Context: an optimization exercise on an open-source flow, tuned for small area. The choices shown serve that exercise and are no tape-out recipe. Only simulation tests tie the RTL to the original design; equivalence was not proved. Power figures rest on the tool's default switching activity, not on a simulated workload.

==> inputs of v32 <==
## tracking_channel
module tracking_channel (
  input  logic        clk,
  input  logic        rstn,
  input  logic        if_sign,
  input  logic        if_mag,
  input  logic        pre_tic_enable,
  input  logic        tic_enable,
  input  logic [28:0] carr_nco_fc,
  input  logic [27:0] code_nco_fc,
  input  logic [9:0]  prn_key,
  input  logic        prn_key_enable,
  input  logic [10:0] code_slew,
  input  logic        slew_enable,
  input  logic        epoch_enable,
  input  logic [10:0] epoch_load,
  output logic        dump,
  output logic signed [15:0] i_early,
  output logic signed [15:0] q_early,
  output logic signed [15:0] i_prompt,
  output logic signed [15:0] q_prompt,
  output logic signed [15:0] i_late,
  output logic signed [15:0] q_late,
  output logic [31:0] carrier_val,
  output logic [20:0] code_val,
  output logic [10:0] epoch,
  output logic [10:0] epoch_check,
  output logic        test_point_01,
  output logic        test_point_02,
  output logic        test_point_03
);
Settings: LEC_CHECK=0, CAP_MARGIN=20, CORE_MARGIN=2, CORE_UTILIZATION=55, SLEW_MARGIN=20, SYNTH_HIERARCHICAL=1; clock period 10.0 ns.
standard.sh (not shown) runs the stock make flow with config.mk's settings and CLKGATE_MAP_FILE= SYNTH_SCRIPT=/design/flow/synth_recipe.tcl, a recipe that flattens the netlist after the stock synthesis.
==> flow/flow/run.sh <==
#!/bin/bash
# Layout flow: the standard ORFS flow (standard.sh, unchanged synthesis),
# with two settings changed:
#  - every input and output port still gets its own buffer, but a small
#    buf_1 instead of the default delay buffer (repair may resize it);
#  - clock tree: no dummy loads, smaller clock buffers.
# Each tool's full output is kept in orfs/logs; make's output in standard.log.
set -euo pipefail
export BUFFER_PORTS_ARGS="-buffer_cell sky130_fd_sc_hd__buf_1"
export CTS_ARGS="-sink_clustering_enable -repair_clock_nets -dont_use_dummy_load -buf_list sky130_fd_sc_hd__clkbuf_8 -sink_clustering_size 16 -sink_clustering_max_diameter 60"
bash standard.sh > standard.log 2>&1
==> inputs of v10, as changes to v32 <==
--- a/flow/design.v
+++ b/flow/design.v
@@ -21,26 +21,31 @@
 );
   logic [29:0] accum_reg;
   logic [21:0] cycle_count_reg;
   logic [29:0] sum;
   logic        carry;
   logic [22:0] k;
   logic [21:0] cnt_inc;
   nco_adder #(.W(30), .B1(10), .B2(20), .BT(29)) add (
-    .a(accum_reg), .b({1'b0, f_control}), .s(sum), .co(carry)
+    .a(accum_reg), .b(f_control), .s(sum), .co(carry)
   );
   always_ff @(posedge clk) begin
     if (!rstn) accum_reg <= '0;
     else       accum_reg <= sum;
   end
   assign phase_reg = accum_reg[29:26];
-  assign k[0] = carry;
+  assign k[0]  = carry;
+  assign k[11] = carry & (&cycle_count_reg[10:0]);
   for (genvar i = 0; i < 22; i++) begin : g_cnt
-    ha_cell u_ha (.a(cycle_count_reg[i]), .b(k[i]), .s(cnt_inc[i]), .co(k[i+1]));
+    if (i == 10 || i == 21) begin : g_x
+      hx_cell u_hx (.a(cycle_count_reg[i]), .b(k[i]), .s(cnt_inc[i]));
+    end else begin : g_h
+      ha_cell u_ha (.a(cycle_count_reg[i]), .b(k[i]), .s(cnt_inc[i]), .co(k[i+1]));
+    end
   end
   always_ff @(posedge clk) begin
     if (!rstn || tic_enable) cycle_count_reg <= '0;
     else                     cycle_count_reg <= cnt_inc;
   end
   logic        lat_load, lat_hold;
   logic [31:0] cv_next;
   assign lat_load = tic_enable & rstn;
@@ -65,17 +70,17 @@
   input  logic [27:0] f_control,
   output logic        hc_enable,
   output logic [9:0]  code_nco_phase
 );
   logic [28:0] accum_reg;
   logic [28:0] sum;
   logic        carry;
   nco_adder #(.W(29), .B1(10), .B2(20), .BT(28)) add (
-    .a(accum_reg), .b({1'b0, f_control}), .s(sum), .co(carry)
+    .a(accum_reg), .b(f_control), .s(sum), .co(carry)
   );
   always_ff @(posedge clk) begin
     if (!rstn) accum_reg <= '0;
     else       accum_reg <= sum;
   end
   logic       lat_load, lat_hold;
   logic [9:0] ph_next;
   assign lat_load = tic_enable & rstn;
@@ -92,17 +97,17 @@
 endmodule
 module nco_adder #(
   parameter int W  = 30,
   parameter int B1 = 10,
   parameter int B2 = 20,
   parameter int BT = 29
 ) (
   input  logic [W-1:0] a,
-  input  logic [W-1:0] b,      
+  input  logic [BT-1:0] b,     
   output logic [W-1:0] s,
   output logic         co
 );
   logic [W:0]   c0;    
   logic [W-1:0] s0;    
   logic [W:0]   t1, t2;  
   logic         cb1, cb2;
   for (genvar i = 0; i < W; i++) begin : g_rc
@@ -113,22 +118,30 @@
     end else begin : g_c
       fa_cell u_fa (.a(a[i]), .b(b[i]), .ci(c0[i]), .s(s0[i]), .co(c0[i+1]));
     end
   end
   assign s[B1-1:0] = s0[B1-1:0];
   assign cb1 = c0[B1];
   assign t1[B1] = cb1;
   for (genvar i = B1; i < B2; i++) begin : g_i1
-    ha_cell u_ha (.a(s0[i]), .b(t1[i]), .s(s[i]), .co(t1[i+1]));
+    if (i == B2 - 1) begin : g_x
+      hx_cell u_hx (.a(s0[i]), .b(t1[i]), .s(s[i]));
+    end else begin : g_h
+      ha_cell u_ha (.a(s0[i]), .b(t1[i]), .s(s[i]), .co(t1[i+1]));
+    end
   end
   assign cb2 = c0[B2] | (cb1 & (&s0[B2-1:B1]));
   assign t2[B2] = cb2;
   for (genvar i = B2; i < W; i++) begin : g_i2
-    ha_cell u_ha (.a(s0[i]), .b(t2[i]), .s(s[i]), .co(t2[i+1]));
+    if (i == W - 1) begin : g_x
+      hx_cell u_hx (.a(s0[i]), .b(t2[i]), .s(s[i]));
+    end else begin : g_h
+      ha_cell u_ha (.a(s0[i]), .b(t2[i]), .s(s[i]), .co(t2[i+1]));
+    end
   end
   assign co = c0[W] | (cb2 & (&s0[W-1:B2]));
 endmodule
 module code_gen (
   input  logic        clk,
   input  logic        rstn,
   input  logic        tic_enable,
   input  logic        hc_enable,
@@ -184,57 +197,69 @@
   assign prompt = shft_reg[1];
   assign late   = shft_reg[0];
   logic [11:0] h3k;
   logic [10:0] h3inc;
   logic        h3_keep;
   assign h3k[0]  = hc_enable;
   assign h3_keep = ~(prn_key_enable | dump_enable);
   for (genvar i = 0; i < 11; i++) begin : g_h3
-    ha_cell u_ha (.a(hc_count3[i]), .b(h3k[i]), .s(h3inc[i]), .co(h3k[i+1]));
+    if (i == 10) begin : g_x
+      hx_cell u_hx (.a(hc_count3[i]), .b(h3k[i]), .s(h3inc[i]));
+    end else begin : g_h
+      ha_cell u_ha (.a(hc_count3[i]), .b(h3k[i]), .s(h3inc[i]), .co(h3k[i+1]));
+    end
   end
   always_ff @(posedge clk) hc_count3 <= h3inc & {11{h3_keep}};
   logic [10:0] cp_next;
   for (genvar i = 0; i < 11; i++) begin : g_cp
     sel_cell u_sel (.s1(tic_enable), .x(hc_count3[i]), .s0(~tic_enable), .y(code_phase[i]), .z(cp_next[i]));
   end
   always_ff @(posedge clk) code_phase <= cp_next;
   logic [10:0] slew_n;
   assign slew      = ~slew_n;
   assign slew_zero = &slew_n;
   logic [11:0] sb;
   logic [10:0] slew_hs, slew_n_next;
-  logic        sl_load, sl_keep_n;
-  assign sb[0]     = hc_enable & ~slew_zero;
-  assign sl_load   = slew_trigger & np;
-  assign sl_keep_n = slew_trigger | prn_key_enable;
+  logic        sl_load, sl_keep;
+  assign sb[0]   = hc_enable & ~slew_zero;
+  assign sl_load =  slew_trigger & np;
+  assign sl_keep = ~slew_trigger & np;
   for (genvar i = 0; i < 11; i++) begin : g_sd
-    ha_cell u_ha (.a(slew_n[i]), .b(sb[i]), .s(slew_hs[i]), .co(sb[i+1]));
-    seln_cell u_sel (.s1(sl_load), .x(code_slew[i]), .s0_n(sl_keep_n), .y_n(slew_hs[i]), .z_n(slew_n_next[i]));
+    if (i == 10) begin : g_x
+      hx_cell u_hx (.a(slew_n[i]), .b(sb[i]), .s(slew_hs[i]));
+    end else begin : g_h
+      ha_cell u_ha (.a(slew_n[i]), .b(sb[i]), .s(slew_hs[i]), .co(sb[i+1]));
+    end
+    selor_cell u_sel (.s1(sl_load), .x(~code_slew[i]), .s0(sl_keep), .y(slew_hs[i]),
+                      .c(prn_key_enable), .z(slew_n_next[i]));
   end
   always_ff @(posedge clk) begin
     slew_n    <= slew_n_next;
     fc_enable <= np & hc_enable & slew_zero & hc_half;
     hc_half   <= np & (hc_half ^ (hc_enable & slew_zero));
   end
   logic [11:0] remain_n;
   assign period_end = hc_pos[2] & (remain_n == ~12'd2053);
   logic [12:0] rb;
   logic [11:0] remain_hs, remain_n_next;
-  logic        rm_load, rm_slew, rm_keep_n;
-  assign rb[0]     = hc_enable;
-  assign rm_load   = hc_enable & (hc_pos == 3'd1);
-  assign rm_slew   = rm_load & slew_flag;
-  assign rm_keep_n = rm_load;
+  logic        rm_load, rm_keep;
+  assign rb[0]   = hc_enable;
+  assign rm_load = hc_enable & (hc_pos == 3'd1);
+  assign rm_keep = ~rm_load;
   for (genvar i = 0; i < 12; i++) begin : g_rd
-    ha_cell u_ha (.a(remain_n[i]), .b(rb[i]), .s(remain_hs[i]), .co(rb[i+1]));
+    if (i == 11) begin : g_x
+      hx_cell u_hx (.a(remain_n[i]), .b(rb[i]), .s(remain_hs[i]));
+    end else begin : g_h
+      ha_cell u_ha (.a(remain_n[i]), .b(rb[i]), .s(remain_hs[i]), .co(rb[i+1]));
+    end
     if (i < 11) begin : g_l
-      seln_cell u_sel (.s1(rm_slew), .x(code_slew[i]), .s0_n(rm_keep_n), .y_n(remain_hs[i]), .z_n(remain_n_next[i]));
+      sel_cell u_sel (.s1(rm_load), .x(~(slew_flag & code_slew[i])), .s0(rm_keep), .y(remain_hs[i]), .z(remain_n_next[i]));
     end else begin : g_t
-      assign remain_n_next[i] = rm_keep_n | remain_hs[i];
+      assign remain_n_next[i] = rm_load | remain_hs[i];
     end
   end
   always_ff @(posedge clk) remain_n <= remain_n_next;
   always_ff @(posedge clk) begin
     if (prn_key_enable) begin
       hc_pos       <= 3'd0;
       dump_enable  <= 1'b0;
       slew_trigger <= 1'b0;
@@ -268,25 +293,16 @@
   input  logic s1,
   input  logic x,
   input  logic s0,
   input  logic y,
   output logic z
 );
   assign z = (s2 & w) | (s1 & x) | (s0 & y);
 endmodule
-module seln_cell (
-  input  logic s1,
-  input  logic x,
-  input  logic s0_n,
-  input  logic y_n,
-  output logic z_n
-);
-  assign z_n = ~((s1 & x) | (~s0_n & ~y_n));
-endmodule
 module epoch_counter (
   input  logic        clk,
   input  logic        rstn,
   input  logic        tic_enable,
   input  logic        dump_enable,
   input  logic        epoch_enable,
   input  logic [10:0] epoch_load,
   output logic [10:0] epoch,
@@ -300,42 +316,50 @@
   assign bit_count_overflow   = (bit_count == 6'd49);
   logic [5:0] ck;
   logic [6:0] bk;
   logic [4:0] c_inc;
   logic [5:0] b_inc;
   assign ck[0] = dump_enable;
   assign bk[0] = dump_enable & cycle_count_overflow;
   for (genvar i = 0; i < 5; i++) begin : g_ci
-    ha_cell u_ha (.a(cycle_count[i]), .b(ck[i]), .s(c_inc[i]), .co(ck[i+1]));
+    if (i == 4) begin : g_x
+      hx_cell u_hx (.a(cycle_count[i]), .b(ck[i]), .s(c_inc[i]));
+    end else begin : g_h
+      ha_cell u_ha (.a(cycle_count[i]), .b(ck[i]), .s(c_inc[i]), .co(ck[i+1]));
+    end
   end
   for (genvar i = 0; i < 6; i++) begin : g_bi
-    ha_cell u_ha (.a(bit_count[i]), .b(bk[i]), .s(b_inc[i]), .co(bk[i+1]));
+    if (i == 5) begin : g_x
+      hx_cell u_hx (.a(bit_count[i]), .b(bk[i]), .s(b_inc[i]));
+    end else begin : g_h
+      ha_cell u_ha (.a(bit_count[i]), .b(bk[i]), .s(b_inc[i]), .co(bk[i+1]));
+    end
   end
   logic ld, c_keep, b_keep;
   assign ld     = rstn & epoch_enable;
   assign c_keep = rstn & ~epoch_enable & ~(dump_enable & cycle_count_overflow);
   assign b_keep = rstn & ~epoch_enable & ~(bk[0] & bit_count_overflow);
   logic [10:0] cnt_next;
   for (genvar i = 0; i < 5; i++) begin : g_cn
     sel_cell u_sel (.s1(ld), .x(epoch_load[i]), .s0(c_keep), .y(c_inc[i]), .z(cnt_next[i]));
   end
   for (genvar i = 0; i < 6; i++) begin : g_bn
     sel_cell u_sel (.s1(ld), .x(epoch_load[5+i]), .s0(b_keep), .y(b_inc[i]), .z(cnt_next[5+i]));
   end
   always_ff @(posedge clk) begin
     cycle_count <= cnt_next[4:0];
     bit_count   <= cnt_next[10:5];
   end
+  logic [10:0] epoch_check_d;
+  assign epoch_check_d = {bit_count, cycle_count};
   logic [10:0] ep_next;
   for (genvar i = 0; i < 11; i++) begin : g_ep
     sel_cell u_sel (.s1(tic_enable), .x(epoch_check_d[i]), .s0(~tic_enable), .y(epoch[i]), .z(ep_next[i]));
   end
-  logic [10:0] epoch_check_d;
-  assign epoch_check_d = {bit_count, cycle_count};
   always_ff @(posedge clk) begin
     epoch       <= ep_next;
     epoch_check <= epoch_check_d;
   end
 endmodule
 module accumulator (
   input  logic        clk,
   input  logic        load,           
@@ -391,16 +415,23 @@
   input  logic s1,
   input  logic x,
   input  logic s0,
   input  logic y,
   output logic z
 );
   assign z = (s1 & x) | (s0 & y);
 endmodule
+module hx_cell (
+  input  logic a,
+  input  logic b,
+  output logic s
+);
+  assign s = a ^ b;
+endmodule
 module tracking_channel (
   input  logic        clk,
   input  logic        rstn,
   input  logic        if_sign,
   input  logic        if_mag,
   input  logic        pre_tic_enable,
   input  logic        tic_enable,
   input  logic [28:0] carr_nco_fc,
==> inputs of v33, as changes to v32 <==
--- a/flow/design.v
+++ b/flow/design.v
@@ -21,26 +21,31 @@
 );
   logic [29:0] accum_reg;
   logic [21:0] cycle_count_reg;
   logic [29:0] sum;
   logic        carry;
   logic [22:0] k;
   logic [21:0] cnt_inc;
   nco_adder #(.W(30), .B1(10), .B2(20), .BT(29)) add (
-    .a(accum_reg), .b({1'b0, f_control}), .s(sum), .co(carry)
+    .a(accum_reg), .b(f_control), .s(sum), .co(carry)
   );
   always_ff @(posedge clk) begin
     if (!rstn) accum_reg <= '0;
     else       accum_reg <= sum;
   end
   assign phase_reg = accum_reg[29:26];
-  assign k[0] = carry;
+  assign k[0]  = carry;
+  assign k[11] = carry & (&cycle_count_reg[10:0]);
   for (genvar i = 0; i < 22; i++) begin : g_cnt
-    ha_cell u_ha (.a(cycle_count_reg[i]), .b(k[i]), .s(cnt_inc[i]), .co(k[i+1]));
+    if (i == 10 || i == 21) begin : g_x
+      hx_cell u_hx (.a(cycle_count_reg[i]), .b(k[i]), .s(cnt_inc[i]));
+    end else begin : g_h
+      ha_cell u_ha (.a(cycle_count_reg[i]), .b(k[i]), .s(cnt_inc[i]), .co(k[i+1]));
+    end
   end
   always_ff @(posedge clk) begin
     if (!rstn || tic_enable) cycle_count_reg <= '0;
     else                     cycle_count_reg <= cnt_inc;
   end
   logic        lat_load, lat_hold;
   logic [31:0] cv_next;
   assign lat_load = tic_enable & rstn;
@@ -65,17 +70,17 @@
   input  logic [27:0] f_control,
   output logic        hc_enable,
   output logic [9:0]  code_nco_phase
 );
   logic [28:0] accum_reg;
   logic [28:0] sum;
   logic        carry;
   nco_adder #(.W(29), .B1(10), .B2(20), .BT(28)) add (
-    .a(accum_reg), .b({1'b0, f_control}), .s(sum), .co(carry)
+    .a(accum_reg), .b(f_control), .s(sum), .co(carry)
   );
   always_ff @(posedge clk) begin
     if (!rstn) accum_reg <= '0;
     else       accum_reg <= sum;
   end
   logic       lat_load, lat_hold;
   logic [9:0] ph_next;
   assign lat_load = tic_enable & rstn;
@@ -92,17 +97,17 @@
 endmodule
 module nco_adder #(
   parameter int W  = 30,
   parameter int B1 = 10,
   parameter int B2 = 20,
   parameter int BT = 29
 ) (
   input  logic [W-1:0] a,
-  input  logic [W-1:0] b,      
+  input  logic [BT-1:0] b,     
   output logic [W-1:0] s,
   output logic         co
 );
   logic [W:0]   c0;    
   logic [W-1:0] s0;    
   logic [W:0]   t1, t2;  
   logic         cb1, cb2;
   for (genvar i = 0; i < W; i++) begin : g_rc
@@ -113,22 +118,30 @@
     end else begin : g_c
       fa_cell u_fa (.a(a[i]), .b(b[i]), .ci(c0[i]), .s(s0[i]), .co(c0[i+1]));
     end
   end
   assign s[B1-1:0] = s0[B1-1:0];
   assign cb1 = c0[B1];
   assign t1[B1] = cb1;
   for (genvar i = B1; i < B2; i++) begin : g_i1
-    ha_cell u_ha (.a(s0[i]), .b(t1[i]), .s(s[i]), .co(t1[i+1]));
+    if (i == B2 - 1) begin : g_x
+      hx_cell u_hx (.a(s0[i]), .b(t1[i]), .s(s[i]));
+    end else begin : g_h
+      ha_cell u_ha (.a(s0[i]), .b(t1[i]), .s(s[i]), .co(t1[i+1]));
+    end
   end
   assign cb2 = c0[B2] | (cb1 & (&s0[B2-1:B1]));
   assign t2[B2] = cb2;
   for (genvar i = B2; i < W; i++) begin : g_i2
-    ha_cell u_ha (.a(s0[i]), .b(t2[i]), .s(s[i]), .co(t2[i+1]));
+    if (i == W - 1) begin : g_x
+      hx_cell u_hx (.a(s0[i]), .b(t2[i]), .s(s[i]));
+    end else begin : g_h
+      ha_cell u_ha (.a(s0[i]), .b(t2[i]), .s(s[i]), .co(t2[i+1]));
+    end
   end
   assign co = c0[W] | (cb2 & (&s0[W-1:B2]));
 endmodule
 module code_gen (
   input  logic        clk,
   input  logic        rstn,
   input  logic        tic_enable,
   input  logic        hc_enable,
@@ -184,57 +197,69 @@
   assign prompt = shft_reg[1];
   assign late   = shft_reg[0];
   logic [11:0] h3k;
   logic [10:0] h3inc;
   logic        h3_keep;
   assign h3k[0]  = hc_enable;
   assign h3_keep = ~(prn_key_enable | dump_enable);
   for (genvar i = 0; i < 11; i++) begin : g_h3
-    ha_cell u_ha (.a(hc_count3[i]), .b(h3k[i]), .s(h3inc[i]), .co(h3k[i+1]));
+    if (i == 10) begin : g_x
+      hx_cell u_hx (.a(hc_count3[i]), .b(h3k[i]), .s(h3inc[i]));
+    end else begin : g_h
+      ha_cell u_ha (.a(hc_count3[i]), .b(h3k[i]), .s(h3inc[i]), .co(h3k[i+1]));
+    end
   end
   always_ff @(posedge clk) hc_count3 <= h3inc & {11{h3_keep}};
   logic [10:0] cp_next;
   for (genvar i = 0; i < 11; i++) begin : g_cp
     sel_cell u_sel (.s1(tic_enable), .x(hc_count3[i]), .s0(~tic_enable), .y(code_phase[i]), .z(cp_next[i]));
   end
   always_ff @(posedge clk) code_phase <= cp_next;
   logic [10:0] slew_n;
   assign slew      = ~slew_n;
   assign slew_zero = &slew_n;
   logic [11:0] sb;
   logic [10:0] slew_hs, slew_n_next;
-  logic        sl_load, sl_keep_n;
-  assign sb[0]     = hc_enable & ~slew_zero;
-  assign sl_load   = slew_trigger & np;
-  assign sl_keep_n = slew_trigger | prn_key_enable;
+  logic        sl_load, sl_keep;
+  assign sb[0]   = hc_enable & ~slew_zero;
+  assign sl_load =  slew_trigger & np;
+  assign sl_keep = ~slew_trigger & np;
   for (genvar i = 0; i < 11; i++) begin : g_sd
-    ha_cell u_ha (.a(slew_n[i]), .b(sb[i]), .s(slew_hs[i]), .co(sb[i+1]));
-    seln_cell u_sel (.s1(sl_load), .x(code_slew[i]), .s0_n(sl_keep_n), .y_n(slew_hs[i]), .z_n(slew_n_next[i]));
+    if (i == 10) begin : g_x
+      hx_cell u_hx (.a(slew_n[i]), .b(sb[i]), .s(slew_hs[i]));
+    end else begin : g_h
+      ha_cell u_ha (.a(slew_n[i]), .b(sb[i]), .s(slew_hs[i]), .co(sb[i+1]));
+    end
+    selor_cell u_sel (.s1(sl_load), .x(~code_slew[i]), .s0(sl_keep), .y(slew_hs[i]),
+                      .c(prn_key_enable), .z(slew_n_next[i]));
   end
   always_ff @(posedge clk) begin
     slew_n    <= slew_n_next;
     fc_enable <= np & hc_enable & slew_zero & hc_half;
     hc_half   <= np & (hc_half ^ (hc_enable & slew_zero));
   end
   logic [11:0] remain_n;
   assign period_end = hc_pos[2] & (remain_n == ~12'd2053);
   logic [12:0] rb;
   logic [11:0] remain_hs, remain_n_next;
-  logic        rm_load, rm_slew, rm_keep_n;
-  assign rb[0]     = hc_enable;
-  assign rm_load   = hc_enable & (hc_pos == 3'd1);
-  assign rm_slew   = rm_load & slew_flag;
-  assign rm_keep_n = rm_load;
+  logic        rm_load, rm_keep;
+  assign rb[0]   = hc_enable;
+  assign rm_load = hc_enable & (hc_pos == 3'd1);
+  assign rm_keep = ~rm_load;
   for (genvar i = 0; i < 12; i++) begin : g_rd
-    ha_cell u_ha (.a(remain_n[i]), .b(rb[i]), .s(remain_hs[i]), .co(rb[i+1]));
+    if (i == 11) begin : g_x
+      hx_cell u_hx (.a(remain_n[i]), .b(rb[i]), .s(remain_hs[i]));
+    end else begin : g_h
+      ha_cell u_ha (.a(remain_n[i]), .b(rb[i]), .s(remain_hs[i]), .co(rb[i+1]));
+    end
     if (i < 11) begin : g_l
-      seln_cell u_sel (.s1(rm_slew), .x(code_slew[i]), .s0_n(rm_keep_n), .y_n(remain_hs[i]), .z_n(remain_n_next[i]));
+      sel_cell u_sel (.s1(rm_load), .x(~(slew_flag & code_slew[i])), .s0(rm_keep), .y(remain_hs[i]), .z(remain_n_next[i]));
     end else begin : g_t
-      assign remain_n_next[i] = rm_keep_n | remain_hs[i];
+      assign remain_n_next[i] = rm_load | remain_hs[i];
     end
   end
   always_ff @(posedge clk) remain_n <= remain_n_next;
   always_ff @(posedge clk) begin
     if (prn_key_enable) begin
       hc_pos       <= 3'd0;
       dump_enable  <= 1'b0;
       slew_trigger <= 1'b0;
@@ -268,25 +293,16 @@
   input  logic s1,
   input  logic x,
   input  logic s0,
   input  logic y,
   output logic z
 );
   assign z = (s2 & w) | (s1 & x) | (s0 & y);
 endmodule
-module seln_cell (
-  input  logic s1,
-  input  logic x,
-  input  logic s0_n,
-  input  logic y_n,
-  output logic z_n
-);
-  assign z_n = ~((s1 & x) | (~s0_n & ~y_n));
-endmodule
 module epoch_counter (
   input  logic        clk,
   input  logic        rstn,
   input  logic        tic_enable,
   input  logic        dump_enable,
   input  logic        epoch_enable,
   input  logic [10:0] epoch_load,
   output logic [10:0] epoch,
@@ -300,42 +316,50 @@
   assign bit_count_overflow   = (bit_count == 6'd49);
   logic [5:0] ck;
   logic [6:0] bk;
   logic [4:0] c_inc;
   logic [5:0] b_inc;
   assign ck[0] = dump_enable;
   assign bk[0] = dump_enable & cycle_count_overflow;
   for (genvar i = 0; i < 5; i++) begin : g_ci
-    ha_cell u_ha (.a(cycle_count[i]), .b(ck[i]), .s(c_inc[i]), .co(ck[i+1]));
+    if (i == 4) begin : g_x
+      hx_cell u_hx (.a(cycle_count[i]), .b(ck[i]), .s(c_inc[i]));
+    end else begin : g_h
+      ha_cell u_ha (.a(cycle_count[i]), .b(ck[i]), .s(c_inc[i]), .co(ck[i+1]));
+    end
   end
   for (genvar i = 0; i < 6; i++) begin : g_bi
-    ha_cell u_ha (.a(bit_count[i]), .b(bk[i]), .s(b_inc[i]), .co(bk[i+1]));
+    if (i == 5) begin : g_x
+      hx_cell u_hx (.a(bit_count[i]), .b(bk[i]), .s(b_inc[i]));
+    end else begin : g_h
+      ha_cell u_ha (.a(bit_count[i]), .b(bk[i]), .s(b_inc[i]), .co(bk[i+1]));
+    end
   end
   logic ld, c_keep, b_keep;
   assign ld     = rstn & epoch_enable;
   assign c_keep = rstn & ~epoch_enable & ~(dump_enable & cycle_count_overflow);
   assign b_keep = rstn & ~epoch_enable & ~(bk[0] & bit_count_overflow);
   logic [10:0] cnt_next;
   for (genvar i = 0; i < 5; i++) begin : g_cn
     sel_cell u_sel (.s1(ld), .x(epoch_load[i]), .s0(c_keep), .y(c_inc[i]), .z(cnt_next[i]));
   end
   for (genvar i = 0; i < 6; i++) begin : g_bn
     sel_cell u_sel (.s1(ld), .x(epoch_load[5+i]), .s0(b_keep), .y(b_inc[i]), .z(cnt_next[5+i]));
   end
   always_ff @(posedge clk) begin
     cycle_count <= cnt_next[4:0];
     bit_count   <= cnt_next[10:5];
   end
+  logic [10:0] epoch_check_d;
+  assign epoch_check_d = {bit_count, cycle_count};
   logic [10:0] ep_next;
   for (genvar i = 0; i < 11; i++) begin : g_ep
     sel_cell u_sel (.s1(tic_enable), .x(epoch_check_d[i]), .s0(~tic_enable), .y(epoch[i]), .z(ep_next[i]));
   end
-  logic [10:0] epoch_check_d;
-  assign epoch_check_d = {bit_count, cycle_count};
   always_ff @(posedge clk) begin
     epoch       <= ep_next;
     epoch_check <= epoch_check_d;
   end
 endmodule
 module accumulator (
   input  logic        clk,
   input  logic        load,           
@@ -391,16 +415,23 @@
   input  logic s1,
   input  logic x,
   input  logic s0,
   input  logic y,
   output logic z
 );
   assign z = (s1 & x) | (s0 & y);
 endmodule
+module hx_cell (
+  input  logic a,
+  input  logic b,
+  output logic s
+);
+  assign s = a ^ b;
+endmodule
 module tracking_channel (
   input  logic        clk,
   input  logic        rstn,
   input  logic        if_sign,
   input  logic        if_mag,
   input  logic        pre_tic_enable,
   input  logic        tic_enable,
   input  logic [28:0] carr_nco_fc,
==> flow/flow/run.sh (replaced) <==
#!/bin/bash
# Layout flow: the standard ORFS flow (standard.sh, unchanged synthesis),
# with two settings changed:
#  - every input and output port still gets its own buffer, but a small
#    buf_1 instead of the default delay buffer (repair may resize it);
#  - clock tree: no dummy loads, smaller clock buffers.
# Each tool's full output is kept in orfs/logs; make's output in standard.log.
set -euo pipefail
export BUFFER_PORTS_ARGS="-buffer_cell sky130_fd_sc_hd__buf_1"
export CTS_ARGS="-sink_clustering_enable -repair_clock_nets -dont_use_dummy_load -buf_list sky130_fd_sc_hd__clkbuf_8 -sink_clustering_size 20 -sink_clustering_max_diameter 60"
bash standard.sh > standard.log 2>&1
==> flow/config.mk (replaced) <==
export PLATFORM = sky130hd
export DESIGN_NAME = tracking_channel
export DESIGN_NICKNAME = tracking_channel
export VERILOG_FILES = /design/flow/design.v
export SDC_FILE = /design/flow/constraint.sdc
export NUM_CORES = 4
export LEC_CHECK = 0
export CAP_MARGIN = 0
export CORE_MARGIN = 2
export CORE_UTILIZATION = 70
export SLEW_MARGIN = 0
export SYNTH_HIERARCHICAL = 1
==> inputs of v17, as changes to v32 <==
==> flow/flow/run.sh (replaced) <==
#!/bin/bash
# Layout flow: the standard ORFS flow (standard.sh, unchanged synthesis),
# with two settings changed:
#  - every input and output port still gets its own buffer, but a small
#    buf_1 instead of the default delay buffer (repair may resize it);
#  - clock tree: no dummy loads, smaller clock buffers.
# Each tool's full output is kept in orfs/logs; make's output in standard.log.
set -euo pipefail
export BUFFER_PORTS_ARGS="-buffer_cell sky130_fd_sc_hd__buf_1"
export CTS_ARGS="-sink_clustering_enable -repair_clock_nets -dont_use_dummy_load -buf_list sky130_fd_sc_hd__clkbuf_8 -sink_clustering_size 20 -sink_clustering_max_diameter 80"
bash standard.sh > standard.log 2>&1
==> flow/config.mk (replaced) <==
export PLATFORM = sky130hd
export DESIGN_NAME = tracking_channel
export DESIGN_NICKNAME = tracking_channel
export VERILOG_FILES = /design/flow/design.v
export SDC_FILE = /design/flow/constraint.sdc
export NUM_CORES = 4
export LEC_CHECK = 0
export CAP_MARGIN = 20
export CORE_MARGIN = 2
export CORE_UTILIZATION = 40
export SLEW_MARGIN = 20
export SYNTH_HIERARCHICAL = 1
==> comparison table <==
metric                                                                                      v10                    v32                       v33                    v17
Hold Path End                                                                           early_d                early_d        epc.epoch_check[7]     epc.epoch_check[8]
Top Layer Used                                                                             met5                   met4                      met5                   met5
Post-layout nets                                                                           1950                   1941                      1940                   1934
Number of levels in the clock H-tree                                                          2                      2                         1                      1
Run status                                                     no timing/DRC/antenna violations  no timing/DRC/antenna violations  no timing/DRC/antenna violations  no timing/DRC/antenna violations
Post-route setup slack                                                                  1110 ps                 221 ps                   1050 ps                 299 ps
Sequential share of power                                                                 41.0%                  40.8%                     41.3%                  41.3%
Fraction of the mapped netlist area in adder cells                                        24.3%                      -                     24.3%                      -
Layout cell share with drive strength beyond 1                                            5.26%                  9.25%                     4.66%                  7.26%
Cell with the most instances after synthesis                           sky130_fd_sc_hd__dfxtp_1                      -  sky130_fd_sc_hd__dfxtp_1                      -
Setup clock skew after layout                                                           47.6 ps                43.2 ps                   59.6 ps                67.4 ps
Initial antenna violation count                                                               5                      0                         4                      1
Number of DRC markers after the initial detailed-route iteration                            473                    408                       750                    528
Most common cell on crit path                                             sky130_fd_sc_hd__fa_1  sky130_fd_sc_hd__ha_2     sky130_fd_sc_hd__fa_1  sky130_fd_sc_hd__ha_1
Parity-gate share of the synthesized area counting xor and xnor cells                     2.70%                      -                     2.70%                      -
Worst reg2reg endpoint                                                      ie.accumulation[15]    ie.accumulation[15]       qp.accumulation[15]    il.accumulation[15]
Detailed-route wire length                                                              33.6 mm                33.6 mm                   33.8 mm                35.9 mm

-- static timing again, ports no longer ideal --
In the flow no input, the clock included, has a driving cell. The finished layouts below were timed again as built, in two steps. Step 1: set_driving_cell puts a clkbuf_16 on clk and a buf_2 on each other input, an assumption about the parent block. Step 2 times the ports against the registers' clock, not the clock port: input delays grow and output delays shrink by t, the midpoint of the rising clock arrivals with the driver on. Slacks: ideal / step 1 / step 2; pairs: ideal / step 1.
run	shift t [ns]	setup WS [ns]	worst hold slack (ns)	worst register clock-pin slew, ns	cell pins on the clock port's net
v32	0.576	0.221 / 0.242 / -0.334	0.393 / 0.393 / 0.393	0.10 / 0.10	1
v10	0.575	1.109 / 1.109 / 1.109	0.370 / 0.370 / 0.370	0.10 / 0.10	1
v33	0.617	1.048 / 1.048 / 1.048	0.358 / 0.358 / 0.358	0.12 / 0.12	1
v17	0.653	0.299 / 0.325 / -0.328	0.342 / 0.342 / 0.342	0.12 / 0.12	1
With both steps, setup timing fails in v32 and v17, where it was met with ideal ports. For v17, which loses most, drivers alone change the setup slack by +0.026 ns; drivers and shift together by -0.627 ns.
